This is an optimization exercise on Yosys and OpenROAD, whose aim is small area, a short achievable clock period and few clock cycles, not a production implementation. Function was not checked in any run shown here: the RTL went through the layout flow alone. Power is estimated from default activity; no workload was simulated.

$ cat design.v
module CONVCOR(
  input             clk,
  input             rst_n,
  input             in_valid,
  input      [15:0] in_a,
  input      [15:0] in_b,
  input             in_mode,
  output            out_valid,
  output     [35:0] out
);
reg  [3:0]  cnt;           
reg         mode;
reg  [15:0] a0, a1, a2, b0, b1, b2;
reg  [15:0] x;             
reg  [3:0]  yr_one, yr_two, yr_neg, yi_one, yi_two, yi_neg;
reg  [1:0]  np, nq;
reg  [17:0] ps_ra, ps_rb, ps_ia, ps_ib;
reg  [35:0] acc, r, q;
reg         uacc;          
reg         ld_r, ld_q;
reg         ov, o_r, o_q, o_a, o_s;
wire        idle    = (cnt == 4'd0);
wire        start   = idle & in_valid;
wire        mode_nx = start ? in_mode : mode;
wire        swp     = idle ? in_mode : mode;
wire [15:0] a_in    = swp ? {in_a[7:0], in_a[15:8]} : in_a;
reg  [3:0]  cnt_nx;
always @(*) begin
  if (!rst_n)                                          cnt_nx = 4'd0;
  else if (idle)                                       cnt_nx = in_valid ? 4'd2 : 4'd0;
  else if ((mode && cnt == 4'd6) || (!mode && cnt == 4'd12)) cnt_nx = 4'd0;
  else                                                 cnt_nx = cnt + 4'd1;
end
reg [1:0] xs, ys;
reg       uacc_nx, ld_r_nx, ld_q_nx, ov_nx, o_r_nx, o_q_nx, o_a_nx, o_s_nx;
always @(*) begin
  xs = 2'd3; ys = 2'd3;
  uacc_nx = 1'b0; ld_r_nx = 1'b0; ld_q_nx = 1'b0;
  ov_nx = 1'b0; o_r_nx = 1'b0; o_q_nx = 1'b0; o_a_nx = 1'b0; o_s_nx = 1'b0;
  if (mode) begin
    case (cnt)
      4'd3: uacc_nx = 1'b1;
      4'd4: uacc_nx = 1'b1;
      4'd5: begin ov_nx = 1'b1; o_s_nx = 1'b1; end
      default: ;
    endcase
  end else begin
    case (cnt)
      4'd2:  begin xs = 2'd0;              ld_r_nx = 1'b1; end
      4'd3:  begin xs = 2'd1; ys = 2'd0; end
      4'd4:  begin xs = 2'd1; ys = 2'd1; uacc_nx = 1'b1; ld_q_nx = 1'b1; end
      4'd5:  begin xs = 2'd0; ys = 2'd2; end
      4'd6:  begin xs = 2'd2; ys = 2'd0; uacc_nx = 1'b1; end
      4'd7:  begin xs = 2'd1; ys = 2'd2; uacc_nx = 1'b1; ld_r_nx = 1'b1; ov_nx = 1'b1; o_r_nx = 1'b1; end
      4'd8:  begin xs = 2'd2; ys = 2'd1;                                ov_nx = 1'b1; o_q_nx = 1'b1; end
      4'd9:  begin xs = 2'd2; ys = 2'd2; uacc_nx = 1'b1; ld_q_nx = 1'b1; ov_nx = 1'b1; o_r_nx = 1'b1; end
      4'd10: begin                                                      ov_nx = 1'b1; o_q_nx = 1'b1; end
      4'd11: begin                                                      ov_nx = 1'b1; o_a_nx = 1'b1; end
      default: ;
    endcase
  end
  if (!rst_n) begin
    uacc_nx = 1'b0; ld_r_nx = 1'b0; ld_q_nx = 1'b0;
    ov_nx = 1'b0; o_r_nx = 1'b0; o_q_nx = 1'b0; o_a_nx = 1'b0; o_s_nx = 1'b0;
  end
end
always @(posedge clk) begin
  cnt  <= cnt_nx;
  mode <= mode_nx;
  uacc <= uacc_nx; ld_r <= ld_r_nx; ld_q <= ld_q_nx;
  ov  <= ov_nx; o_r <= o_r_nx; o_q <= o_q_nx; o_a <= o_a_nx; o_s <= o_s_nx;
end
always @(posedge clk) begin
  if (idle)            begin a0 <= a_in; b0 <= in_b; end
  if (cnt == 4'd2)     begin a1 <= a_in; b1 <= in_b; end
  if (cnt == 4'd3)     begin a2 <= a_in; b2 <= in_b; end
end
wire [15:0] x_nx = (xs == 2'd0) ? a0 : (xs == 2'd1) ? a1 : (xs == 2'd2) ? a2 : a_in;
wire [15:0] y_nx = (ys == 2'd0) ? b0 : (ys == 2'd1) ? b1 : (ys == 2'd2) ? b2 : in_b;
function [11:0] booth;   
  input [7:0] v;
  integer k;
  reg b2, b1, b0;
  begin
    for (k = 0; k < 4; k = k + 1) begin
      b2 = v[2*k+1]; b1 = v[2*k]; b0 = (k == 0) ? 1'b0 : v[2*k-1];
      booth[k]     = b1 ^ b0;
      booth[4+k]   = (b2 & ~b1 & ~b0) | (~b2 & b1 & b0);
      booth[8+k]   = b2;
    end
  end
endfunction
wire [11:0] eyr = booth(y_nx[15:8]);
wire [11:0] eyi = booth(y_nx[7:0]);
always @(posedge clk) begin
  x <= x_nx;
  {yr_neg, yr_two, yr_one} <= eyr;
  {yi_neg, yi_two, yi_one} <= eyi;
  np <= {eyr[11] & ~eyi[11], eyr[11] ^ ~eyi[11]};
  nq <= {eyr[11] & eyi[11],  eyr[11] ^ eyi[11]};
end
wire [17:0] ra, rb, ia, ib;
ptree u_pt (.xr(x[15:8]), .xi(x[7:0]),
            .yr_one(yr_one), .yr_two(yr_two), .yr_neg(yr_neg),
            .yi_one(yi_one), .yi_two(yi_two), .yi_neg(yi_neg),
            .np(np), .nq(nq), .ra(ra), .rb(rb), .ia(ia), .ib(ib));
always @(posedge clk) begin
  ps_ra <= ra; ps_rb <= rb; ps_ia <= ia; ps_ib <= ib;
end
wire [35:0] accg = {36{uacc}} & acc;
wire [17:0] gr = accg[35:18], gi = accg[17:0];
wire [17:0] sr_s = ps_ra ^ ps_rb ^ gr;
wire [17:0] sr_c = (ps_ra & ps_rb) | (ps_ra & gr) | (ps_rb & gr);
wire [17:0] si_s = ps_ia ^ ps_ib ^ gi;
wire [17:0] si_c = (ps_ia & ps_ib) | (ps_ia & gi) | (ps_ib & gi);
wire [17:0] sr = sr_s + {sr_c[16:0], 1'b0};
wire [17:0] si = si_s + {si_c[16:0], 1'b0};
wire [35:0] sum = {sr, si};
always @(posedge clk) begin
  acc <= sum;
  if (ld_r) r <= sum;
  if (ld_q) q <= sum;
end
assign out_valid = ov;
assign out = ({36{o_r}} & r) | ({36{o_q}} & q) | ({36{o_a}} & acc) |
             ({36{o_s}} & {acc[17:0], acc[35:18]});
endmodule
module ptree(
  input  [7:0] xr, input [7:0] xi,
  input  [3:0] yr_one, input [3:0] yr_two, input [3:0] yr_neg,
  input  [3:0] yi_one, input [3:0] yi_two, input [3:0] yi_neg,
  input  [1:0] np, input [1:0] nq,
  output [17:0] ra, output [17:0] rb, output [17:0] ia, output [17:0] ib
);
  wire r_w1 = (yr_one[0] & xr[0]) ^ yr_neg[0];
  wire r_w2 = ((yr_one[0] & xr[1]) | (yr_two[0] & xr[0])) ^ yr_neg[0];
  wire r_w3 = ((yr_one[0] & xr[2]) | (yr_two[0] & xr[1])) ^ yr_neg[0];
  wire r_w4 = ((yr_one[0] & xr[3]) | (yr_two[0] & xr[2])) ^ yr_neg[0];
  wire r_w5 = ((yr_one[0] & xr[4]) | (yr_two[0] & xr[3])) ^ yr_neg[0];
  wire r_w6 = ((yr_one[0] & xr[5]) | (yr_two[0] & xr[4])) ^ yr_neg[0];
  wire r_w7 = ((yr_one[0] & xr[6]) | (yr_two[0] & xr[5])) ^ yr_neg[0];
  wire r_w8 = ((yr_one[0] & xr[7]) | (yr_two[0] & xr[6])) ^ yr_neg[0];
  wire r_w9 = ((yr_one[0] & xr[7]) | (yr_two[0] & xr[7])) ^ yr_neg[0];
  wire r_w10 = ~r_w9;
  wire r_w11 = (yr_one[1] & xr[0]) ^ yr_neg[1];
  wire r_w12 = ((yr_one[1] & xr[1]) | (yr_two[1] & xr[0])) ^ yr_neg[1];
  wire r_w13 = ((yr_one[1] & xr[2]) | (yr_two[1] & xr[1])) ^ yr_neg[1];
  wire r_w14 = ((yr_one[1] & xr[3]) | (yr_two[1] & xr[2])) ^ yr_neg[1];
  wire r_w15 = ((yr_one[1] & xr[4]) | (yr_two[1] & xr[3])) ^ yr_neg[1];
  wire r_w16 = ((yr_one[1] & xr[5]) | (yr_two[1] & xr[4])) ^ yr_neg[1];
  wire r_w17 = ((yr_one[1] & xr[6]) | (yr_two[1] & xr[5])) ^ yr_neg[1];
  wire r_w18 = ((yr_one[1] & xr[7]) | (yr_two[1] & xr[6])) ^ yr_neg[1];
  wire r_w19 = ((yr_one[1] & xr[7]) | (yr_two[1] & xr[7])) ^ yr_neg[1];
  wire r_w20 = ~r_w19;
  wire r_w21 = (yr_one[2] & xr[0]) ^ yr_neg[2];
  wire r_w22 = ((yr_one[2] & xr[1]) | (yr_two[2] & xr[0])) ^ yr_neg[2];
  wire r_w23 = ((yr_one[2] & xr[2]) | (yr_two[2] & xr[1])) ^ yr_neg[2];
  wire r_w24 = ((yr_one[2] & xr[3]) | (yr_two[2] & xr[2])) ^ yr_neg[2];
  wire r_w25 = ((yr_one[2] & xr[4]) | (yr_two[2] & xr[3])) ^ yr_neg[2];
  wire r_w26 = ((yr_one[2] & xr[5]) | (yr_two[2] & xr[4])) ^ yr_neg[2];
  wire r_w27 = ((yr_one[2] & xr[6]) | (yr_two[2] & xr[5])) ^ yr_neg[2];
  wire r_w28 = ((yr_one[2] & xr[7]) | (yr_two[2] & xr[6])) ^ yr_neg[2];
  wire r_w29 = ((yr_one[2] & xr[7]) | (yr_two[2] & xr[7])) ^ yr_neg[2];
  wire r_w30 = ~r_w29;
  wire r_w31 = (yr_one[3] & xr[0]) ^ yr_neg[3];
  wire r_w32 = ((yr_one[3] & xr[1]) | (yr_two[3] & xr[0])) ^ yr_neg[3];
  wire r_w33 = ((yr_one[3] & xr[2]) | (yr_two[3] & xr[1])) ^ yr_neg[3];
  wire r_w34 = ((yr_one[3] & xr[3]) | (yr_two[3] & xr[2])) ^ yr_neg[3];
  wire r_w35 = ((yr_one[3] & xr[4]) | (yr_two[3] & xr[3])) ^ yr_neg[3];
  wire r_w36 = ((yr_one[3] & xr[5]) | (yr_two[3] & xr[4])) ^ yr_neg[3];
  wire r_w37 = ((yr_one[3] & xr[6]) | (yr_two[3] & xr[5])) ^ yr_neg[3];
  wire r_w38 = ((yr_one[3] & xr[7]) | (yr_two[3] & xr[6])) ^ yr_neg[3];
  wire r_w39 = ((yr_one[3] & xr[7]) | (yr_two[3] & xr[7])) ^ yr_neg[3];
  wire r_w40 = ~r_w39;
  wire r_w41 = (yi_one[0] & xi[0]) ^ ~yi_neg[0];
  wire r_w42 = ((yi_one[0] & xi[1]) | (yi_two[0] & xi[0])) ^ ~yi_neg[0];
  wire r_w43 = ((yi_one[0] & xi[2]) | (yi_two[0] & xi[1])) ^ ~yi_neg[0];
  wire r_w44 = ((yi_one[0] & xi[3]) | (yi_two[0] & xi[2])) ^ ~yi_neg[0];
  wire r_w45 = ((yi_one[0] & xi[4]) | (yi_two[0] & xi[3])) ^ ~yi_neg[0];
  wire r_w46 = ((yi_one[0] & xi[5]) | (yi_two[0] & xi[4])) ^ ~yi_neg[0];
  wire r_w47 = ((yi_one[0] & xi[6]) | (yi_two[0] & xi[5])) ^ ~yi_neg[0];
  wire r_w48 = ((yi_one[0] & xi[7]) | (yi_two[0] & xi[6])) ^ ~yi_neg[0];
  wire r_w49 = ((yi_one[0] & xi[7]) | (yi_two[0] & xi[7])) ^ ~yi_neg[0];
  wire r_w50 = ~r_w49;
  wire r_w51 = (yi_one[1] & xi[0]) ^ ~yi_neg[1];
  wire r_w52 = ((yi_one[1] & xi[1]) | (yi_two[1] & xi[0])) ^ ~yi_neg[1];
  wire r_w53 = ((yi_one[1] & xi[2]) | (yi_two[1] & xi[1])) ^ ~yi_neg[1];
  wire r_w54 = ((yi_one[1] & xi[3]) | (yi_two[1] & xi[2])) ^ ~yi_neg[1];
  wire r_w55 = ((yi_one[1] & xi[4]) | (yi_two[1] & xi[3])) ^ ~yi_neg[1];
  wire r_w56 = ((yi_one[1] & xi[5]) | (yi_two[1] & xi[4])) ^ ~yi_neg[1];
  wire r_w57 = ((yi_one[1] & xi[6]) | (yi_two[1] & xi[5])) ^ ~yi_neg[1];
  wire r_w58 = ((yi_one[1] & xi[7]) | (yi_two[1] & xi[6])) ^ ~yi_neg[1];
  wire r_w59 = ((yi_one[1] & xi[7]) | (yi_two[1] & xi[7])) ^ ~yi_neg[1];
  wire r_w60 = ~r_w59;
  wire r_w61 = (yi_one[2] & xi[0]) ^ ~yi_neg[2];
  wire r_w62 = ((yi_one[2] & xi[1]) | (yi_two[2] & xi[0])) ^ ~yi_neg[2];
  wire r_w63 = ((yi_one[2] & xi[2]) | (yi_two[2] & xi[1])) ^ ~yi_neg[2];
  wire r_w64 = ((yi_one[2] & xi[3]) | (yi_two[2] & xi[2])) ^ ~yi_neg[2];
  wire r_w65 = ((yi_one[2] & xi[4]) | (yi_two[2] & xi[3])) ^ ~yi_neg[2];
  wire r_w66 = ((yi_one[2] & xi[5]) | (yi_two[2] & xi[4])) ^ ~yi_neg[2];
  wire r_w67 = ((yi_one[2] & xi[6]) | (yi_two[2] & xi[5])) ^ ~yi_neg[2];
  wire r_w68 = ((yi_one[2] & xi[7]) | (yi_two[2] & xi[6])) ^ ~yi_neg[2];
  wire r_w69 = ((yi_one[2] & xi[7]) | (yi_two[2] & xi[7])) ^ ~yi_neg[2];
  wire r_w70 = ~r_w69;
  wire r_w71 = (yi_one[3] & xi[0]) ^ ~yi_neg[3];
  wire r_w72 = ((yi_one[3] & xi[1]) | (yi_two[3] & xi[0])) ^ ~yi_neg[3];
  wire r_w73 = ((yi_one[3] & xi[2]) | (yi_two[3] & xi[1])) ^ ~yi_neg[3];
  wire r_w74 = ((yi_one[3] & xi[3]) | (yi_two[3] & xi[2])) ^ ~yi_neg[3];
  wire r_w75 = ((yi_one[3] & xi[4]) | (yi_two[3] & xi[3])) ^ ~yi_neg[3];
  wire r_w76 = ((yi_one[3] & xi[5]) | (yi_two[3] & xi[4])) ^ ~yi_neg[3];
  wire r_w77 = ((yi_one[3] & xi[6]) | (yi_two[3] & xi[5])) ^ ~yi_neg[3];
  wire r_w78 = ((yi_one[3] & xi[7]) | (yi_two[3] & xi[6])) ^ ~yi_neg[3];
  wire r_w79 = ((yi_one[3] & xi[7]) | (yi_two[3] & xi[7])) ^ ~yi_neg[3];
  wire r_w80 = ~r_w79;
  wire r_w81 = r_w5 ^ r_w13 ^ r_w21;
  wire r_w82 = (r_w5 & r_w13) | (r_w5 & r_w21) | (r_w13 & r_w21);
  wire r_w83 = r_w6 ^ r_w14;
  wire r_w84 = r_w6 & r_w14;
  wire r_w85 = r_w7 ^ r_w15 ^ r_w23;
  wire r_w86 = (r_w7 & r_w15) | (r_w7 & r_w23) | (r_w15 & r_w23);
  wire r_w87 = r_w31 ^ r_w47 ^ r_w55;
  wire r_w88 = (r_w31 & r_w47) | (r_w31 & r_w55) | (r_w47 & r_w55);
  wire r_w89 = r_w8 ^ r_w16 ^ r_w24;
  wire r_w90 = (r_w8 & r_w16) | (r_w8 & r_w24) | (r_w16 & r_w24);
  wire r_w91 = r_w32 ^ r_w48 ^ r_w56;
  wire r_w92 = (r_w32 & r_w48) | (r_w32 & r_w56) | (r_w48 & r_w56);
  wire r_w93 = r_w64 ^ r_w72;
  wire r_w94 = r_w64 & r_w72;
  wire r_w95 = r_w10 ^ r_w17 ^ r_w25;
  wire r_w96 = (r_w10 & r_w17) | (r_w10 & r_w25) | (r_w17 & r_w25);
  wire r_w97 = r_w33 ^ r_w50 ^ r_w57;
  wire r_w98 = (r_w33 & r_w50) | (r_w33 & r_w57) | (r_w50 & r_w57);
  wire r_w99 = r_w65 ^ r_w73;
  wire r_w100 = r_w65 & r_w73;
  wire r_w101 = r_w18 ^ r_w26 ^ r_w34;
  wire r_w102 = (r_w18 & r_w26) | (r_w18 & r_w34) | (r_w26 & r_w34);
  wire r_w103 = r_w58 ^ r_w66 ^ r_w74;
  wire r_w104 = (r_w58 & r_w66) | (r_w58 & r_w74) | (r_w66 & r_w74);
  wire r_w105 = r_w20 ^ r_w27 ^ r_w35;
  wire r_w106 = (r_w20 & r_w27) | (r_w20 & r_w35) | (r_w27 & r_w35);
  wire r_w107 = r_w60 ^ r_w67;
  wire r_w108 = r_w60 & r_w67;
  wire r_w109 = r_w3 ^ r_w11 ^ yr_neg[1];
  wire r_w110 = (r_w3 & r_w11) | (r_w3 & yr_neg[1]) | (r_w11 & yr_neg[1]);
  wire r_w111 = r_w4 ^ r_w12;
  wire r_w112 = r_w4 & r_w12;
  wire r_w113 = yr_neg[2] ^ r_w45 ^ r_w53;
  wire r_w114 = (yr_neg[2] & r_w45) | (yr_neg[2] & r_w53) | (r_w45 & r_w53);
  wire r_w115 = r_w61 ^ ~yi_neg[2];
  wire r_w116 = r_w61 & ~yi_neg[2];
  wire r_w117 = r_w22 ^ r_w46 ^ r_w54;
  wire r_w118 = (r_w22 & r_w46) | (r_w22 & r_w54) | (r_w46 & r_w54);
  wire r_w119 = r_w62 ^ r_w83 ^ r_w82;
  wire r_w120 = (r_w62 & r_w83) | (r_w62 & r_w82) | (r_w83 & r_w82);
  wire r_w121 = r_w63 ^ r_w71 ^ np[0];
  wire r_w122 = (r_w63 & r_w71) | (r_w63 & np[0]) | (r_w71 & np[0]);
  wire r_w123 = r_w85 ^ r_w87 ^ r_w84;
  wire r_w124 = (r_w85 & r_w87) | (r_w85 & r_w84) | (r_w87 & r_w84);
  wire r_w125 = np[1] ^ r_w89 ^ r_w91;
  wire r_w126 = (np[1] & r_w89) | (np[1] & r_w91) | (r_w89 & r_w91);
  wire r_w127 = r_w93 ^ r_w86 ^ r_w88;
  wire r_w128 = (r_w93 & r_w86) | (r_w93 & r_w88) | (r_w86 & r_w88);
  wire r_w129 = r_w95 ^ r_w97 ^ r_w99;
  wire r_w130 = (r_w95 & r_w97) | (r_w95 & r_w99) | (r_w97 & r_w99);
  wire r_w131 = r_w90 ^ r_w92 ^ r_w94;
  wire r_w132 = (r_w90 & r_w92) | (r_w90 & r_w94) | (r_w92 & r_w94);
  wire r_w133 = 1'b1 ^ r_w101 ^ r_w103;
  wire r_w134 = (1'b1 & r_w101) | (1'b1 & r_w103) | (r_w101 & r_w103);
  wire r_w135 = r_w96 ^ r_w98 ^ r_w100;
  wire r_w136 = (r_w96 & r_w98) | (r_w96 & r_w100) | (r_w98 & r_w100);
  wire r_w137 = r_w75 ^ 1'b1 ^ r_w105;
  wire r_w138 = (r_w75 & 1'b1) | (r_w75 & r_w105) | (1'b1 & r_w105);
  wire r_w139 = r_w107 ^ r_w102 ^ r_w104;
  wire r_w140 = (r_w107 & r_w102) | (r_w107 & r_w104) | (r_w102 & r_w104);
  wire r_w141 = r_w28 ^ r_w36 ^ r_w68;
  wire r_w142 = (r_w28 & r_w36) | (r_w28 & r_w68) | (r_w36 & r_w68);
  wire r_w143 = r_w76 ^ r_w106 ^ r_w108;
  wire r_w144 = (r_w76 & r_w106) | (r_w76 & r_w108) | (r_w106 & r_w108);
  wire r_w145 = r_w30 ^ r_w37 ^ r_w70;
  wire r_w146 = (r_w30 & r_w37) | (r_w30 & r_w70) | (r_w37 & r_w70);
  wire r_w147 = r_w77 ^ 1'b1;
  wire r_w148 = r_w77 & 1'b1;
  wire r_w149 = r_w1 ^ yr_neg[0];
  wire r_w150 = r_w1 & yr_neg[0];
  wire r_w151 = r_w43 ^ r_w51;
  wire r_w152 = r_w43 & r_w51;
  wire r_w153 = r_w44 ^ r_w52 ^ r_w111;
  wire r_w154 = (r_w44 & r_w52) | (r_w44 & r_w111) | (r_w52 & r_w111);
  wire r_w155 = r_w81 ^ r_w113 ^ r_w115;
  wire r_w156 = (r_w81 & r_w113) | (r_w81 & r_w115) | (r_w113 & r_w115);
  wire r_w157 = r_w117 ^ r_w119 ^ r_w114;
  wire r_w158 = (r_w117 & r_w119) | (r_w117 & r_w114) | (r_w119 & r_w114);
  wire r_w159 = r_w121 ^ r_w123 ^ r_w118;
  wire r_w160 = (r_w121 & r_w123) | (r_w121 & r_w118) | (r_w123 & r_w118);
  wire r_w161 = r_w125 ^ r_w127 ^ r_w122;
  wire r_w162 = (r_w125 & r_w127) | (r_w125 & r_w122) | (r_w127 & r_w122);
  wire r_w163 = r_w129 ^ r_w131 ^ r_w126;
  wire r_w164 = (r_w129 & r_w131) | (r_w129 & r_w126) | (r_w131 & r_w126);
  wire r_w165 = r_w133 ^ r_w135 ^ r_w130;
  wire r_w166 = (r_w133 & r_w135) | (r_w133 & r_w130) | (r_w135 & r_w130);
  wire r_w167 = r_w137 ^ r_w139 ^ r_w134;
  wire r_w168 = (r_w137 & r_w139) | (r_w137 & r_w134) | (r_w139 & r_w134);
  wire r_w169 = r_w141 ^ r_w143 ^ r_w138;
  wire r_w170 = (r_w141 & r_w143) | (r_w141 & r_w138) | (r_w143 & r_w138);
  wire r_w171 = r_w145 ^ r_w147 ^ r_w142;
  wire r_w172 = (r_w145 & r_w147) | (r_w145 & r_w142) | (r_w147 & r_w142);
  wire r_w173 = r_w38 ^ r_w78 ^ r_w146;
  wire r_w174 = (r_w38 & r_w78) | (r_w38 & r_w146) | (r_w78 & r_w146);
  wire r_w175 = r_w40 ^ r_w80;
  wire r_w176 = r_w40 & r_w80;
  wire r_w177 = r_w41 ^ ~yi_neg[0];
  wire r_w178 = r_w41 & ~yi_neg[0];
  wire r_w179 = r_w2 ^ r_w42 ^ r_w150;
  wire r_w180 = (r_w2 & r_w42) | (r_w2 & r_w150) | (r_w42 & r_w150);
  wire r_w181 = ~yi_neg[1] ^ r_w109 ^ r_w151;
  wire r_w182 = (~yi_neg[1] & r_w109) | (~yi_neg[1] & r_w151) | (r_w109 & r_w151);
  wire r_w183 = r_w110 ^ r_w153 ^ r_w152;
  wire r_w184 = (r_w110 & r_w153) | (r_w110 & r_w152) | (r_w153 & r_w152);
  wire r_w185 = r_w112 ^ r_w155 ^ r_w154;
  wire r_w186 = (r_w112 & r_w155) | (r_w112 & r_w154) | (r_w155 & r_w154);
  wire r_w187 = r_w116 ^ r_w157 ^ r_w156;
  wire r_w188 = (r_w116 & r_w157) | (r_w116 & r_w156) | (r_w157 & r_w156);
  wire r_w189 = r_w120 ^ r_w159 ^ r_w158;
  wire r_w190 = (r_w120 & r_w159) | (r_w120 & r_w158) | (r_w159 & r_w158);
  wire r_w191 = r_w124 ^ r_w161 ^ r_w160;
  wire r_w192 = (r_w124 & r_w161) | (r_w124 & r_w160) | (r_w161 & r_w160);
  wire r_w193 = r_w128 ^ r_w163 ^ r_w162;
  wire r_w194 = (r_w128 & r_w163) | (r_w128 & r_w162) | (r_w163 & r_w162);
  wire r_w195 = r_w132 ^ r_w165 ^ r_w164;
  wire r_w196 = (r_w132 & r_w165) | (r_w132 & r_w164) | (r_w165 & r_w164);
  wire r_w197 = r_w136 ^ r_w167 ^ r_w166;
  wire r_w198 = (r_w136 & r_w167) | (r_w136 & r_w166) | (r_w167 & r_w166);
  wire r_w199 = r_w140 ^ r_w169 ^ r_w168;
  wire r_w200 = (r_w140 & r_w169) | (r_w140 & r_w168) | (r_w169 & r_w168);
  wire r_w201 = r_w144 ^ r_w171 ^ r_w170;
  wire r_w202 = (r_w144 & r_w171) | (r_w144 & r_w170) | (r_w171 & r_w170);
  wire r_w203 = r_w148 ^ r_w173 ^ r_w172;
  wire r_w204 = (r_w148 & r_w173) | (r_w148 & r_w172) | (r_w173 & r_w172);
  wire r_w205 = 1'b1 ^ r_w175 ^ r_w174;
  wire r_w206 = (1'b1 & r_w175) | (1'b1 & r_w174) | (r_w175 & r_w174);
  assign ra = {1'b1, 1'b1, r_w176, r_w205, r_w203, r_w201, r_w199, r_w197, r_w195, r_w193, r_w191, r_w189, r_w187, r_w185, r_w183, r_w181, r_w179, r_w149};
  assign rb = {1'b0, 1'b0, r_w206, r_w204, r_w202, r_w200, r_w198, r_w196, r_w194, r_w192, r_w190, r_w188, r_w186, r_w184, r_w182, r_w180, r_w178, r_w177};
  wire i_w207 = (yi_one[0] & xr[0]) ^ yi_neg[0];
  wire i_w208 = ((yi_one[0] & xr[1]) | (yi_two[0] & xr[0])) ^ yi_neg[0];
  wire i_w209 = ((yi_one[0] & xr[2]) | (yi_two[0] & xr[1])) ^ yi_neg[0];
  wire i_w210 = ((yi_one[0] & xr[3]) | (yi_two[0] & xr[2])) ^ yi_neg[0];
  wire i_w211 = ((yi_one[0] & xr[4]) | (yi_two[0] & xr[3])) ^ yi_neg[0];
  wire i_w212 = ((yi_one[0] & xr[5]) | (yi_two[0] & xr[4])) ^ yi_neg[0];
  wire i_w213 = ((yi_one[0] & xr[6]) | (yi_two[0] & xr[5])) ^ yi_neg[0];
  wire i_w214 = ((yi_one[0] & xr[7]) | (yi_two[0] & xr[6])) ^ yi_neg[0];
  wire i_w215 = ((yi_one[0] & xr[7]) | (yi_two[0] & xr[7])) ^ yi_neg[0];
  wire i_w216 = ~i_w215;
  wire i_w217 = (yi_one[1] & xr[0]) ^ yi_neg[1];
  wire i_w218 = ((yi_one[1] & xr[1]) | (yi_two[1] & xr[0])) ^ yi_neg[1];
  wire i_w219 = ((yi_one[1] & xr[2]) | (yi_two[1] & xr[1])) ^ yi_neg[1];
  wire i_w220 = ((yi_one[1] & xr[3]) | (yi_two[1] & xr[2])) ^ yi_neg[1];
  wire i_w221 = ((yi_one[1] & xr[4]) | (yi_two[1] & xr[3])) ^ yi_neg[1];
  wire i_w222 = ((yi_one[1] & xr[5]) | (yi_two[1] & xr[4])) ^ yi_neg[1];
  wire i_w223 = ((yi_one[1] & xr[6]) | (yi_two[1] & xr[5])) ^ yi_neg[1];
  wire i_w224 = ((yi_one[1] & xr[7]) | (yi_two[1] & xr[6])) ^ yi_neg[1];
  wire i_w225 = ((yi_one[1] & xr[7]) | (yi_two[1] & xr[7])) ^ yi_neg[1];
  wire i_w226 = ~i_w225;
  wire i_w227 = (yi_one[2] & xr[0]) ^ yi_neg[2];
  wire i_w228 = ((yi_one[2] & xr[1]) | (yi_two[2] & xr[0])) ^ yi_neg[2];
  wire i_w229 = ((yi_one[2] & xr[2]) | (yi_two[2] & xr[1])) ^ yi_neg[2];
  wire i_w230 = ((yi_one[2] & xr[3]) | (yi_two[2] & xr[2])) ^ yi_neg[2];
  wire i_w231 = ((yi_one[2] & xr[4]) | (yi_two[2] & xr[3])) ^ yi_neg[2];
  wire i_w232 = ((yi_one[2] & xr[5]) | (yi_two[2] & xr[4])) ^ yi_neg[2];
  wire i_w233 = ((yi_one[2] & xr[6]) | (yi_two[2] & xr[5])) ^ yi_neg[2];
  wire i_w234 = ((yi_one[2] & xr[7]) | (yi_two[2] & xr[6])) ^ yi_neg[2];
  wire i_w235 = ((yi_one[2] & xr[7]) | (yi_two[2] & xr[7])) ^ yi_neg[2];
  wire i_w236 = ~i_w235;
  wire i_w237 = (yi_one[3] & xr[0]) ^ yi_neg[3];
  wire i_w238 = ((yi_one[3] & xr[1]) | (yi_two[3] & xr[0])) ^ yi_neg[3];
  wire i_w239 = ((yi_one[3] & xr[2]) | (yi_two[3] & xr[1])) ^ yi_neg[3];
  wire i_w240 = ((yi_one[3] & xr[3]) | (yi_two[3] & xr[2])) ^ yi_neg[3];
  wire i_w241 = ((yi_one[3] & xr[4]) | (yi_two[3] & xr[3])) ^ yi_neg[3];
  wire i_w242 = ((yi_one[3] & xr[5]) | (yi_two[3] & xr[4])) ^ yi_neg[3];
  wire i_w243 = ((yi_one[3] & xr[6]) | (yi_two[3] & xr[5])) ^ yi_neg[3];
  wire i_w244 = ((yi_one[3] & xr[7]) | (yi_two[3] & xr[6])) ^ yi_neg[3];
  wire i_w245 = ((yi_one[3] & xr[7]) | (yi_two[3] & xr[7])) ^ yi_neg[3];
  wire i_w246 = ~i_w245;
  wire i_w247 = (yr_one[0] & xi[0]) ^ yr_neg[0];
  wire i_w248 = ((yr_one[0] & xi[1]) | (yr_two[0] & xi[0])) ^ yr_neg[0];
  wire i_w249 = ((yr_one[0] & xi[2]) | (yr_two[0] & xi[1])) ^ yr_neg[0];
  wire i_w250 = ((yr_one[0] & xi[3]) | (yr_two[0] & xi[2])) ^ yr_neg[0];
  wire i_w251 = ((yr_one[0] & xi[4]) | (yr_two[0] & xi[3])) ^ yr_neg[0];
  wire i_w252 = ((yr_one[0] & xi[5]) | (yr_two[0] & xi[4])) ^ yr_neg[0];
  wire i_w253 = ((yr_one[0] & xi[6]) | (yr_two[0] & xi[5])) ^ yr_neg[0];
  wire i_w254 = ((yr_one[0] & xi[7]) | (yr_two[0] & xi[6])) ^ yr_neg[0];
  wire i_w255 = ((yr_one[0] & xi[7]) | (yr_two[0] & xi[7])) ^ yr_neg[0];
  wire i_w256 = ~i_w255;
  wire i_w257 = (yr_one[1] & xi[0]) ^ yr_neg[1];
  wire i_w258 = ((yr_one[1] & xi[1]) | (yr_two[1] & xi[0])) ^ yr_neg[1];
  wire i_w259 = ((yr_one[1] & xi[2]) | (yr_two[1] & xi[1])) ^ yr_neg[1];
  wire i_w260 = ((yr_one[1] & xi[3]) | (yr_two[1] & xi[2])) ^ yr_neg[1];
  wire i_w261 = ((yr_one[1] & xi[4]) | (yr_two[1] & xi[3])) ^ yr_neg[1];
  wire i_w262 = ((yr_one[1] & xi[5]) | (yr_two[1] & xi[4])) ^ yr_neg[1];
  wire i_w263 = ((yr_one[1] & xi[6]) | (yr_two[1] & xi[5])) ^ yr_neg[1];
  wire i_w264 = ((yr_one[1] & xi[7]) | (yr_two[1] & xi[6])) ^ yr_neg[1];
  wire i_w265 = ((yr_one[1] & xi[7]) | (yr_two[1] & xi[7])) ^ yr_neg[1];
  wire i_w266 = ~i_w265;
  wire i_w267 = (yr_one[2] & xi[0]) ^ yr_neg[2];
  wire i_w268 = ((yr_one[2] & xi[1]) | (yr_two[2] & xi[0])) ^ yr_neg[2];
  wire i_w269 = ((yr_one[2] & xi[2]) | (yr_two[2] & xi[1])) ^ yr_neg[2];
  wire i_w270 = ((yr_one[2] & xi[3]) | (yr_two[2] & xi[2])) ^ yr_neg[2];
  wire i_w271 = ((yr_one[2] & xi[4]) | (yr_two[2] & xi[3])) ^ yr_neg[2];
  wire i_w272 = ((yr_one[2] & xi[5]) | (yr_two[2] & xi[4])) ^ yr_neg[2];
  wire i_w273 = ((yr_one[2] & xi[6]) | (yr_two[2] & xi[5])) ^ yr_neg[2];
  wire i_w274 = ((yr_one[2] & xi[7]) | (yr_two[2] & xi[6])) ^ yr_neg[2];
  wire i_w275 = ((yr_one[2] & xi[7]) | (yr_two[2] & xi[7])) ^ yr_neg[2];
  wire i_w276 = ~i_w275;
  wire i_w277 = (yr_one[3] & xi[0]) ^ yr_neg[3];
  wire i_w278 = ((yr_one[3] & xi[1]) | (yr_two[3] & xi[0])) ^ yr_neg[3];
  wire i_w279 = ((yr_one[3] & xi[2]) | (yr_two[3] & xi[1])) ^ yr_neg[3];
  wire i_w280 = ((yr_one[3] & xi[3]) | (yr_two[3] & xi[2])) ^ yr_neg[3];
  wire i_w281 = ((yr_one[3] & xi[4]) | (yr_two[3] & xi[3])) ^ yr_neg[3];
  wire i_w282 = ((yr_one[3] & xi[5]) | (yr_two[3] & xi[4])) ^ yr_neg[3];
  wire i_w283 = ((yr_one[3] & xi[6]) | (yr_two[3] & xi[5])) ^ yr_neg[3];
  wire i_w284 = ((yr_one[3] & xi[7]) | (yr_two[3] & xi[6])) ^ yr_neg[3];
  wire i_w285 = ((yr_one[3] & xi[7]) | (yr_two[3] & xi[7])) ^ yr_neg[3];
  wire i_w286 = ~i_w285;
  wire i_w287 = i_w211 ^ i_w219 ^ i_w227;
  wire i_w288 = (i_w211 & i_w219) | (i_w211 & i_w227) | (i_w219 & i_w227);
  wire i_w289 = i_w212 ^ i_w220;
  wire i_w290 = i_w212 & i_w220;
  wire i_w291 = i_w213 ^ i_w221 ^ i_w229;
  wire i_w292 = (i_w213 & i_w221) | (i_w213 & i_w229) | (i_w221 & i_w229);
  wire i_w293 = i_w237 ^ i_w253 ^ i_w261;
  wire i_w294 = (i_w237 & i_w253) | (i_w237 & i_w261) | (i_w253 & i_w261);
  wire i_w295 = i_w214 ^ i_w222 ^ i_w230;
  wire i_w296 = (i_w214 & i_w222) | (i_w214 & i_w230) | (i_w222 & i_w230);
  wire i_w297 = i_w238 ^ i_w254 ^ i_w262;
  wire i_w298 = (i_w238 & i_w254) | (i_w238 & i_w262) | (i_w254 & i_w262);
  wire i_w299 = i_w270 ^ i_w278;
  wire i_w300 = i_w270 & i_w278;
  wire i_w301 = i_w216 ^ i_w223 ^ i_w231;
  wire i_w302 = (i_w216 & i_w223) | (i_w216 & i_w231) | (i_w223 & i_w231);
  wire i_w303 = i_w239 ^ i_w256 ^ i_w263;
  wire i_w304 = (i_w239 & i_w256) | (i_w239 & i_w263) | (i_w256 & i_w263);
  wire i_w305 = i_w271 ^ i_w279;
  wire i_w306 = i_w271 & i_w279;
  wire i_w307 = i_w224 ^ i_w232 ^ i_w240;
  wire i_w308 = (i_w224 & i_w232) | (i_w224 & i_w240) | (i_w232 & i_w240);
  wire i_w309 = i_w264 ^ i_w272 ^ i_w280;
  wire i_w310 = (i_w264 & i_w272) | (i_w264 & i_w280) | (i_w272 & i_w280);
  wire i_w311 = i_w226 ^ i_w233 ^ i_w241;
  wire i_w312 = (i_w226 & i_w233) | (i_w226 & i_w241) | (i_w233 & i_w241);
  wire i_w313 = i_w266 ^ i_w273;
  wire i_w314 = i_w266 & i_w273;
  wire i_w315 = i_w209 ^ i_w217 ^ yi_neg[1];
  wire i_w316 = (i_w209 & i_w217) | (i_w209 & yi_neg[1]) | (i_w217 & yi_neg[1]);
  wire i_w317 = i_w210 ^ i_w218;
  wire i_w318 = i_w210 & i_w218;
  wire i_w319 = yi_neg[2] ^ i_w251 ^ i_w259;
  wire i_w320 = (yi_neg[2] & i_w251) | (yi_neg[2] & i_w259) | (i_w251 & i_w259);
  wire i_w321 = i_w267 ^ yr_neg[2];
  wire i_w322 = i_w267 & yr_neg[2];
  wire i_w323 = i_w228 ^ i_w252 ^ i_w260;
  wire i_w324 = (i_w228 & i_w252) | (i_w228 & i_w260) | (i_w252 & i_w260);
  wire i_w325 = i_w268 ^ i_w289 ^ i_w288;
  wire i_w326 = (i_w268 & i_w289) | (i_w268 & i_w288) | (i_w289 & i_w288);
  wire i_w327 = i_w269 ^ i_w277 ^ nq[0];
  wire i_w328 = (i_w269 & i_w277) | (i_w269 & nq[0]) | (i_w277 & nq[0]);
  wire i_w329 = i_w291 ^ i_w293 ^ i_w290;
  wire i_w330 = (i_w291 & i_w293) | (i_w291 & i_w290) | (i_w293 & i_w290);
  wire i_w331 = nq[1] ^ i_w295 ^ i_w297;
  wire i_w332 = (nq[1] & i_w295) | (nq[1] & i_w297) | (i_w295 & i_w297);
  wire i_w333 = i_w299 ^ i_w292 ^ i_w294;
  wire i_w334 = (i_w299 & i_w292) | (i_w299 & i_w294) | (i_w292 & i_w294);
  wire i_w335 = i_w301 ^ i_w303 ^ i_w305;
  wire i_w336 = (i_w301 & i_w303) | (i_w301 & i_w305) | (i_w303 & i_w305);
  wire i_w337 = i_w296 ^ i_w298 ^ i_w300;
  wire i_w338 = (i_w296 & i_w298) | (i_w296 & i_w300) | (i_w298 & i_w300);
  wire i_w339 = 1'b1 ^ i_w307 ^ i_w309;
  wire i_w340 = (1'b1 & i_w307) | (1'b1 & i_w309) | (i_w307 & i_w309);
  wire i_w341 = i_w302 ^ i_w304 ^ i_w306;
  wire i_w342 = (i_w302 & i_w304) | (i_w302 & i_w306) | (i_w304 & i_w306);
  wire i_w343 = i_w281 ^ 1'b1 ^ i_w311;
  wire i_w344 = (i_w281 & 1'b1) | (i_w281 & i_w311) | (1'b1 & i_w311);
  wire i_w345 = i_w313 ^ i_w308 ^ i_w310;
  wire i_w346 = (i_w313 & i_w308) | (i_w313 & i_w310) | (i_w308 & i_w310);
  wire i_w347 = i_w234 ^ i_w242 ^ i_w274;
  wire i_w348 = (i_w234 & i_w242) | (i_w234 & i_w274) | (i_w242 & i_w274);
  wire i_w349 = i_w282 ^ i_w312 ^ i_w314;
  wire i_w350 = (i_w282 & i_w312) | (i_w282 & i_w314) | (i_w312 & i_w314);
  wire i_w351 = i_w236 ^ i_w243 ^ i_w276;
  wire i_w352 = (i_w236 & i_w243) | (i_w236 & i_w276) | (i_w243 & i_w276);
  wire i_w353 = i_w283 ^ 1'b1;
  wire i_w354 = i_w283 & 1'b1;
  wire i_w355 = i_w207 ^ yi_neg[0];
  wire i_w356 = i_w207 & yi_neg[0];
  wire i_w357 = i_w249 ^ i_w257;
  wire i_w358 = i_w249 & i_w257;
  wire i_w359 = i_w250 ^ i_w258 ^ i_w317;
  wire i_w360 = (i_w250 & i_w258) | (i_w250 & i_w317) | (i_w258 & i_w317);
  wire i_w361 = i_w287 ^ i_w319 ^ i_w321;
  wire i_w362 = (i_w287 & i_w319) | (i_w287 & i_w321) | (i_w319 & i_w321);
  wire i_w363 = i_w323 ^ i_w325 ^ i_w320;
  wire i_w364 = (i_w323 & i_w325) | (i_w323 & i_w320) | (i_w325 & i_w320);
  wire i_w365 = i_w327 ^ i_w329 ^ i_w324;
  wire i_w366 = (i_w327 & i_w329) | (i_w327 & i_w324) | (i_w329 & i_w324);
  wire i_w367 = i_w331 ^ i_w333 ^ i_w328;
  wire i_w368 = (i_w331 & i_w333) | (i_w331 & i_w328) | (i_w333 & i_w328);
  wire i_w369 = i_w335 ^ i_w337 ^ i_w332;
  wire i_w370 = (i_w335 & i_w337) | (i_w335 & i_w332) | (i_w337 & i_w332);
  wire i_w371 = i_w339 ^ i_w341 ^ i_w336;
  wire i_w372 = (i_w339 & i_w341) | (i_w339 & i_w336) | (i_w341 & i_w336);
  wire i_w373 = i_w343 ^ i_w345 ^ i_w340;
  wire i_w374 = (i_w343 & i_w345) | (i_w343 & i_w340) | (i_w345 & i_w340);
  wire i_w375 = i_w347 ^ i_w349 ^ i_w344;
  wire i_w376 = (i_w347 & i_w349) | (i_w347 & i_w344) | (i_w349 & i_w344);
  wire i_w377 = i_w351 ^ i_w353 ^ i_w348;
  wire i_w378 = (i_w351 & i_w353) | (i_w351 & i_w348) | (i_w353 & i_w348);
  wire i_w379 = i_w244 ^ i_w284 ^ i_w352;
  wire i_w380 = (i_w244 & i_w284) | (i_w244 & i_w352) | (i_w284 & i_w352);
  wire i_w381 = i_w246 ^ i_w286;
  wire i_w382 = i_w246 & i_w286;
  wire i_w383 = i_w247 ^ yr_neg[0];
  wire i_w384 = i_w247 & yr_neg[0];
  wire i_w385 = i_w208 ^ i_w248 ^ i_w356;
  wire i_w386 = (i_w208 & i_w248) | (i_w208 & i_w356) | (i_w248 & i_w356);
  wire i_w387 = yr_neg[1] ^ i_w315 ^ i_w357;
  wire i_w388 = (yr_neg[1] & i_w315) | (yr_neg[1] & i_w357) | (i_w315 & i_w357);
  wire i_w389 = i_w316 ^ i_w359 ^ i_w358;
  wire i_w390 = (i_w316 & i_w359) | (i_w316 & i_w358) | (i_w359 & i_w358);
  wire i_w391 = i_w318 ^ i_w361 ^ i_w360;
  wire i_w392 = (i_w318 & i_w361) | (i_w318 & i_w360) | (i_w361 & i_w360);
  wire i_w393 = i_w322 ^ i_w363 ^ i_w362;
  wire i_w394 = (i_w322 & i_w363) | (i_w322 & i_w362) | (i_w363 & i_w362);
  wire i_w395 = i_w326 ^ i_w365 ^ i_w364;
  wire i_w396 = (i_w326 & i_w365) | (i_w326 & i_w364) | (i_w365 & i_w364);
  wire i_w397 = i_w330 ^ i_w367 ^ i_w366;
  wire i_w398 = (i_w330 & i_w367) | (i_w330 & i_w366) | (i_w367 & i_w366);
  wire i_w399 = i_w334 ^ i_w369 ^ i_w368;
  wire i_w400 = (i_w334 & i_w369) | (i_w334 & i_w368) | (i_w369 & i_w368);
  wire i_w401 = i_w338 ^ i_w371 ^ i_w370;
  wire i_w402 = (i_w338 & i_w371) | (i_w338 & i_w370) | (i_w371 & i_w370);
  wire i_w403 = i_w342 ^ i_w373 ^ i_w372;
  wire i_w404 = (i_w342 & i_w373) | (i_w342 & i_w372) | (i_w373 & i_w372);
  wire i_w405 = i_w346 ^ i_w375 ^ i_w374;
  wire i_w406 = (i_w346 & i_w375) | (i_w346 & i_w374) | (i_w375 & i_w374);
  wire i_w407 = i_w350 ^ i_w377 ^ i_w376;
  wire i_w408 = (i_w350 & i_w377) | (i_w350 & i_w376) | (i_w377 & i_w376);
  wire i_w409 = i_w354 ^ i_w379 ^ i_w378;
  wire i_w410 = (i_w354 & i_w379) | (i_w354 & i_w378) | (i_w379 & i_w378);
  wire i_w411 = 1'b1 ^ i_w381 ^ i_w380;
  wire i_w412 = (1'b1 & i_w381) | (1'b1 & i_w380) | (i_w381 & i_w380);
  assign ia = {1'b1, 1'b1, i_w382, i_w411, i_w409, i_w407, i_w405, i_w403, i_w401, i_w399, i_w397, i_w395, i_w393, i_w391, i_w389, i_w387, i_w385, i_w355};
  assign ib = {1'b0, 1'b0, i_w412, i_w410, i_w408, i_w406, i_w404, i_w402, i_w400, i_w398, i_w396, i_w394, i_w392, i_w390, i_w388, i_w386, i_w384, i_w383};
endmodule
$ cat flow/run.sh
#!/bin/bash
set -euo pipefail
bash standard.sh SETUP_SLACK_MARGIN=6.3 finish > make_finish.log 2>&1
$ cat standard.sh
#!/bin/bash
# synth_recipe.tcl (not shown) runs the flow's synth.tcl, then flattens the netlist and writes it again
# the make line also repeats each setting of config.mk as NAME=value (left out here)
make -C /OpenROAD-flow-scripts/flow DESIGN_CONFIG=/design/flow/config.mk WORK_HOME=/design/flow/orfs CLKGATE_MAP_FILE= SYNTH_SCRIPT=/design/flow/synth_recipe.tcl "${@:-finish}"
$ cat config.mk
export PLATFORM = sky130hd
export DESIGN_NAME = CONVCOR
export DESIGN_NICKNAME = CONVCOR
export VERILOG_FILES = /design/flow/design.v
export SDC_FILE = /design/flow/constraint.sdc
export NUM_CORES = 4
export LEC_CHECK = 0
export CAP_MARGIN = 20
export CORE_MARGIN = 2
export CORE_UTILIZATION = 40
export SLEW_MARGIN = 20
$ cat constraint.sdc
create_clock -name core_clock -period 10.0 [get_ports {clk}]
set_input_delay 2.0000 -clock core_clock [delete_from_list [all_inputs] [get_ports {clk}]]
set_output_delay 2.0000 -clock core_clock [all_outputs]
set_load 0.01 [all_outputs]
==> results of run 1 <==
## kinds of logic (layout without fill, tap and decap cells)
logic type / count (synthesis) / after routing / share of synthesized area
AOI/OAI and AO/OA: 315 / 315 / 0.123
DFF: 325 / 325 / 0.438
xor gates and xnor gates: 168 / 168 / 0.0786
adders and majority gates: 193 / 193 / 0.181
buffers and inverters: 350 / 402 / 0.0719
muxes: 71 / 71 / 0.0507
and+or+nand+nor: 223 / 223 / 0.0567
## cell type report
| class | instances | area share |
|---|---|---|
| multi-input cells | 970 | 0.441 |
| flip-flops and latches | 325 | 0.384 |
| clock buffers | 53 | 0.0480 |
| repair buffers | 102 | 0.0459 |
| inverters | 237 | 0.0415 |
| well taps | 607 | 0.0355 |
| clock inverters | 10 | 0.00368 |
## cells in the final DEF, fill, tap and decap left out, types with 6 or more instances in the layout
master           Yosys  routed
mux2_2              27      27
nor2b_1              6       6
a21o_1              11      11
buf_2                6      23
a22oi_2              0      29
clkbuf_16            0      38
clkbuf_1            92      13
a22oi_1            184     155
nor3_1              18      18
edfxtp_1           169     169
o21ai_0             28      27
and3_1               9       9
a21oi_1             25      23
clkdlybuf4s50_1      0      36
buf_12               0       8
inv_1              236     236
xnor2_1             88      88
mux2i_1             27      27
dfxtp_2              0      16
o21bai_1             6       6
nand2b_1            13      13
fa_1               130     129
nand2_1             98      98
dfxtp_1            156     136
buf_4                1      17
xor2_1              80      80
mux4_2              16      16
and2_1              14      14
o21a_1               6       6
nor2_1              28      28
nand3_1             13      13
ha_1                63      63
clkinv_2             0       6
dlygate4sd2_1        0       8
## routing by layer
| metal | vias up | share of wire | routed length, microns | GRT usage |
|---|---|---|---|---|
| li1 | 5670 | - | - | - |
| met1 | 6055 | 0.46 | 20200 | 0.257 |
| met2 | 356 | 0.46 | 20300 | 0.297 |
| met3 | 89 | 0.054 | 2400 | 0.0282 |
| met4 | 0 | 0.026 | 1170 | 0.0676 |
| met5 | - | 0 | 0 | 0 |
## worst paths after layout
path	startpoint	to	slack, ns	cells past startpoint
setup / recovery	o_a$_SDFF_PP0_	out[19]	6.33	5
hold reg to reg	a2[5]$_DFFE_PP_	x[5]$_DFF_P_	0.55	1
setup reg to reg	x[7]$_DFF_P_	ps_ia[7]$_DFF_P_	6.41	9
hold / removal	a2[5]$_DFFE_PP_	x[5]$_DFF_P_	0.55	1
## Yosys cell counts, types with 6 or more instances
library cell / instances / area [sq um]
xnor2_1: 88 / 771
o21a_1: 6 / 45.0
buf_1: 11 / 41.3
clkbuf_1: 92 / 345
and2_1: 14 / 87.6
o21ai_0: 28 / 140
a21o_1: 11 / 82.6
nor2b_1: 6 / 37.5
nand2_1: 98 / 368
edfxtp_1: 169 / 5070
mux4_2: 16 / 360
inv_1: 236 / 886
and3_1: 9 / 56.3
dfxtp_1: 156 / 3120
nand2b_1: 13 / 81.3
o21bai_1: 6 / 45.0
a22oi_1: 184 / 1380
mux2i_1: 27 / 270
nand3_1: 13 / 65.1
buf_2: 6 / 30.0
fa_1: 130 / 2600
mux2_2: 27 / 304
nor3_1: 18 / 90.1
a2111oi_0: 8 / 70.1
nor2_1: 28 / 105
xor2_1: 80 / 701
ha_1: 63 / 788
a21oi_1: 25 / 125
## per-stage QoR
step           setup slack (ns)  hold WS (ns)  utilization
2_1_floorplan              6.31         0.493            -
3_3_place_gp               5.52         0.536        0.429
3_5_place_dp               5.77         0.541        0.429
4_1_cts                    6.18         0.554        0.458
5_1_grt                    6.29         0.564        0.462
6_report                   6.33         0.552        0.462
## report_power, final
group	switching [mW]	internal, mW
clock network	0.521	0.738
logic	2.43	1.69
registers	0.328	2.02
## repair_timing
| action | in CTS | in global routing |
|---|---|---|
| cloned | 3 | 0 |
| setup buffers | 6 | 4 |
| hold buffers | 0 | 0 |
| pin swaps | 7 | 5 |
| resized for setup | 149 | 47 |
| setup endpoints to repair | 65 | 50 |
==> results.py, run 1 <==
metrics = {
    "grt": {
        "grt_pass1_vias": 12600,
        "antenna_found_initial": 0,
        "grt_pass1_wl_mm": 70.3,
        "grt_use_total": 0.186,
        "overflow": 0,
        "grt_max_degree": 37,
    },
    "setup_path": {
        "path_cells": "buf_12 > buf_16 > a22oi_1 > nand2_1 > buf_2",
        "path_class": "flip-flop to output pin",
        "crit_required_ns": 8.00,
        "slowest_stage": "dfxtp_4",
        "path_max_fanout": 9,
        "critPathCaptureType": "output pin",
        "cp_num_buf_inv": 3,
        "cp-start-kind": "flip-flop",
        "critical-path-top-delay-family": "buffers and inverters",
        "crit_arrival_ns": 1.67,
        "slowest_delay_ns": 0.39,
    },
    "worst_hold_path": {
        "hold_path.class": "flip-flop to flip-flop",
    },
    "routing": {
        "first_pass_iters": 5,
        "ant_nets": 0,
        "wl_mm": 44.1,
        "first_iter_violations": 859,
        "drc": 0,
        "avgViaCountPerCell": 5.28,
        "dr_total_vias": 12200,
        "drt-wirelength-per-cell_microns": 19.1,
    },
    "floorplan": {
        "dieArea_sq_um": 48600,
        "initial_core_util": 0.404,
        "core_sq_um": 46400,
        "die_h_microns": 220,
        "io_pins": 73,
        "rows": 79,
        "die_w_microns": 220,
    },
    "layout": {
        "final.fill_count": 4212,
        "n_antenna_cell": 0,
        "syn_to_final_growth_pct": 14.4,
        "post_route_cells_drive_above_1_share": 0.134,
        "postLayoutCellArea_sq_um": 21400,
        "seqCellArea_sq_um": 8230,
        "multi_input_area_sq_um": 9450,
        "largestRegisters": "acc: 36 flops, q: 36 flops, r: 36 flops",
        "stdcell_count": 2304,
        "finalNetCount": 1901,
    },
    "timing": {
        "maxSlewViolCount": 0,
        "fin_crit_ns": 3.67,
        "hold_viol": 0,
        "max_slew.worst_pin.slew_ns": 0.980,
        "setup_tns_ns": 0,
        "relSlewSlack": 0.347,
        "fin_crit_sh": 0.367,
        "rsz0062_at_grt": "no",
        "setup_violations": 0,
        "fin_skew_ns": 0.0281,
        "fmax_mhz": 273,
    },
    "cts": {
        "clk_latency_ns": 0.54,
        "clk_transition_reported_paths_ns": 0.06,
        "htree_num_levels": 2,
        "cts_num_sinks": 325,
        "clk_path_buf_depth": 3,
        "cts_buffers": 36,
        "cts_tree": "built",
        "clock-root-buffer": "clkbuf_16",
    },
    "run": {
        "cap_violations": 0,
    },
    "synthesis": {
        "syn_avg_cell_area_sq_um": 11.4,
        "synth-main-ff-cell": "edfxtp_1",
        "syn_inst": 1645,
        "synth_nets": 1874,
        "synth_edf_count": 169,
        "ys_ff_latch": 325,
        "ys_seq_area_frac": 0.438,
        "yosys_warnings": 1,
        "synth_cell_types": 64,
        "async_flop_share": 0,
        "syn-cell-area_sq_um": 18700,
    },
    "place": {
        "dp_cells": 2228,
        "hpwl_mm": 28.5,
        "dpl_cell_area_sq_um": 19900,
        "gp_congestion": 0.869,
        "port_buffers": 72,
    },
    "power": {
        "finalPower_mw": 7.73,
        "cellPowerDensity_nw_per_um2": 361,
        "leakage_nw": 8.89,
        "ir_drop_v": 0.000180,
    },
    "outcome": {
        "outcome": "no timing/DRC/antenna violations",
    },
}
==> run 2: changes to the inputs <==
==> flow/run.sh (replaced) <==
#!/bin/bash
set -euo pipefail
bash standard.sh SETUP_SLACK_MARGIN=6.0 finish > make_finish.log 2>&1
==> results.py, run 2 <==
metrics = {
    "synthesis": {
        "ys_top_cells_by_count": "inv_1 (236), a22oi_1 (184), edfxtp_1 (169)",
        "synth_edf_count": 169,
        "syn_inst": 1645,
        "ys_seq_area_frac": 0.438,
        "synthTopCellsByArea": "edfxtp_1 (27%), dfxtp_1 (17%), fa_1 (14%)",
        "synth_cell_types": 64,
        "syn_avg_cell_area_sq_um": 11.4,
        "synth_nets": 1874,
        "syn-cell-area_sq_um": 18700,
        "yosys_warnings": 1,
        "ys_ff_latch": 325,
        "synth_top_area_frac": 0.271,
        "synth-main-ff-cell": "edfxtp_1",
        "synth.most_common_cell": "inv_1",
        "async_flop_share": 0,
        "synth_top_cell_by_area": "edfxtp_1",
    },
    "setup_path": {
        "slowest_stage": "clkdlybuf4s50_1",
        "slowest_delay_ns": 0.51,
        "cp-start-kind": "flip-flop",
        "path_max_fanout": 18,
        "path_class": "flip-flop to output pin",
        "critPathCaptureType": "output pin",
        "crit_required_ns": 8.00,
        "crit_arrival_ns": 1.92,
        "path_cells": "buf_12 > a22oi_1 > nand2_1 > clkdlybuf4s50_1",
    },
    "floorplan": {
        "rows": 79,
        "initial_core_util": 0.404,
        "core_sq_um": 46400,
        "die_h_microns": 220,
        "dieArea_sq_um": 48600,
        "die_w_microns": 220,
        "io_pins": 73,
    },
    "place": {
        "dp_slack_ns": 5.24,
        "hpwl_mm": 28.5,
        "dpl_cell_area_sq_um": 19900,
        "port_buffers": 72,
        "gp_congestion": 0.848,
        "dp_cells": 2227,
    },
    "layout": {
        "final.fill_count": 4243,
        "postLayoutCellArea_sq_um": 21400,
        "post_route_cells_drive_above_1_share": 0.0875,
        "final_common_cell": "inv_1",
        "seqCellArea_sq_um": 8210,
        "stdcell_count": 2299,
        "n_antenna_cell": 0,
        "final_util": 0.462,
        "multi_input_area_sq_um": 9250,
        "syn_to_final_growth_pct": 14.2,
        "finalNetCount": 1893,
        "final_cell_mix": "inv_1 (236), a22oi_1 (181), edfxtp_1 (169), dfxtp_1 (151), fa_1 (130)",
        "largestRegisters": "acc: 36 flops, q: 36 flops, r: 36 flops",
    },
    "grt": {
        "grt_pass1_vias": 12500,
        "grt_max_degree": 37,
        "use_met1": 0.251,
        "antenna_found_initial": 0,
        "use_met2": 0.293,
        "overflow": 0,
        "grt_pass1_wl_mm": 68.9,
        "use_met3": 0.0318,
        "busiest_layer": "met2",
        "grt_use_total": 0.182,
    },
    "routing": {
        "avgViaCountPerCell": 5.24,
        "wl_mm": 44.1,
        "drt-wirelength-per-cell_microns": 19.2,
        "first_iter_violations": 829,
        "first_pass_iters": 5,
        "ant_nets": 0,
        "dr_total_vias": 12000,
        "drc": 0,
    },
    "timing": {
        "maxSlewViolCount": 0,
        "setup_violations": 0,
        "setup_slack_ns": 6.08,
        "fin_skew_ns": 0.0305,
        "relSlewSlack": 0.277,
        "rsz0062_at_grt": "yes",
        "hold_viol": 0,
        "fin_crit_sh": 0.392,
        "fmax_mhz": 255,
        "fin_crit_ns": 3.92,
        "max_slew.worst_pin.slew_ns": 1.08,
        "holdWs_ns": 0.524,
        "setup_tns_ns": 0,
    },
    "worst_hold_path": {
        "hold_path.class": "flip-flop to flip-flop",
    },
    "cts": {
        "htree_num_levels": 2,
        "cts_num_sinks": 325,
        "clk_latency_ns": 0.56,
        "cts_tree": "built",
        "clk_transition_reported_paths_ns": 0.07,
        "clock-root-buffer": "clkbuf_16",
        "cts_buffers": 36,
        "clk_path_buf_depth": 3,
        "cts_hold_buf": 0,
    },
    "run": {
        "cap_violations": 0,
    },
    "power": {
        "finalPower_mw": 7.72,
        "ir_drop_v": 0.000177,
        "cellPowerDensity_nw_per_um2": 361,
        "leakage_nw": 8.82,
    },
    "outcome": {
        "outcome": "no timing/DRC/antenna violations",
    },
}
## run 2: cell types whose count changed in the layout (fill, tap and decap cells not counted), moves of 5 or more
cell	before	now
a22oi_1	155	181
a22oi_2	29	3
buf_2	23	0
bufinv_16	1	6
clkbuf_1	13	6
clkdlybuf4s50_1	36	70
clkinv_1	2	7
dfxtp_1	136	151
dfxtp_2	16	1
dlygate4sd2_1	8	0
## run 2: layer usage
layer | vias up | wire, microns
met5 | - | 0
met1 | 5919 | 19800
met2 | 387 | 20400
met4 | 0 | 1090
li1 | 5654 | -
met3 | 78 | 2900
## run 2: cell families (layout without fill, tap and decap cells)
| group | Yosys count | in the layout | synth area share |
|---|---|---|---|
| compound gates | 315 | 315 | 0.123 |
| xor+xnor | 168 | 168 | 0.0786 |
| buf+inv | 350 | 397 | 0.0719 |
| mux | 71 | 71 | 0.0507 |
| simple gates | 223 | 223 | 0.0567 |
| flops | 325 | 325 | 0.438 |
| fa+ha+maj | 193 | 193 | 0.181 |
## run 2: cell type report
class | count | share of cell area
multi-input combinational | 970 | 0.432
sequential | 325 | 0.384
clock buffer | 46 | 0.0478
timing repair buffer | 94 | 0.0467
inverter | 237 | 0.0416
tap | 607 | 0.0355
clock inverter | 20 | 0.0121
## run 2: final timing paths
kind | start | to | slack [ns] | cells after the start
min | a1[15]$_DFFE_PN_ | x[15]$_DFF_P_ | 0.52 | 1
min reg2reg | a1[15]$_DFFE_PN_ | x[15]$_DFF_P_ | 0.52 | 1
max reg2reg | uacc$_SDFF_PN0_ | q[35]$_DFFE_PP_ | 6.12 | 12
max | o_a$_SDFF_PP0_ | out[19] | 6.08 | 4
## run 2: critical path, delay by kind of cell, from the launching register on
| kind | cells | cell delay [ns] |
|---|---|---|
| buffers and inverters | 2 | 0.67 |
| flip-flops | 1 | 0.38 |
| AO/OA/AOI/OAI | 1 | 0.21 |
| AND/OR/NAND/NOR | 1 | 0.12 |
## run 2: repair_timing
item                       4_1_cts  5_1_grt
setup endpoints to repair       51       44
hold endpoints to repair         0        0
buffers inserted                 4        0
gates cloned                     0        2
resized for setup               13       16
## run 2: power breakdown
| part | switching [mW] | internal (mW) |
|---|---|---|
| logic | 2.33 | 1.63 |
| clock network | 0.532 | 0.882 |
| registers | 0.322 | 2.02 |

==> re-timing with driven ports <==
How much do the figures lean on ideal ports? The routed layouts below were timed once more, with nothing changed but the port constraints. Step 1 sets driving cells, clkbuf_16 on the clock port and buf_2 on the other inputs (assumed; they add their load-dependent delay and slew). Step 2 times the ports against the registers' clock, not the clock port: input delays grow and output delays shrink by t, the midpoint of the rising clock arrivals with the driver on. Three values: no drivers, after step 1, after step 2; two values: the first two.
run	shift t [ns]	slack for setup (ns)	worst register clock-pin slew, ns
run 1	0.583	6.332 / 6.280 / 5.883	0.07 / 0.07
run 2	0.595	6.080 / 6.027 / 5.875	0.07 / 0.07
After both steps setup and hold are still met in every run listed. For run 1, which loses most, drivers alone change the setup slack by -0.052 ns; drivers and shift together by -0.449 ns.
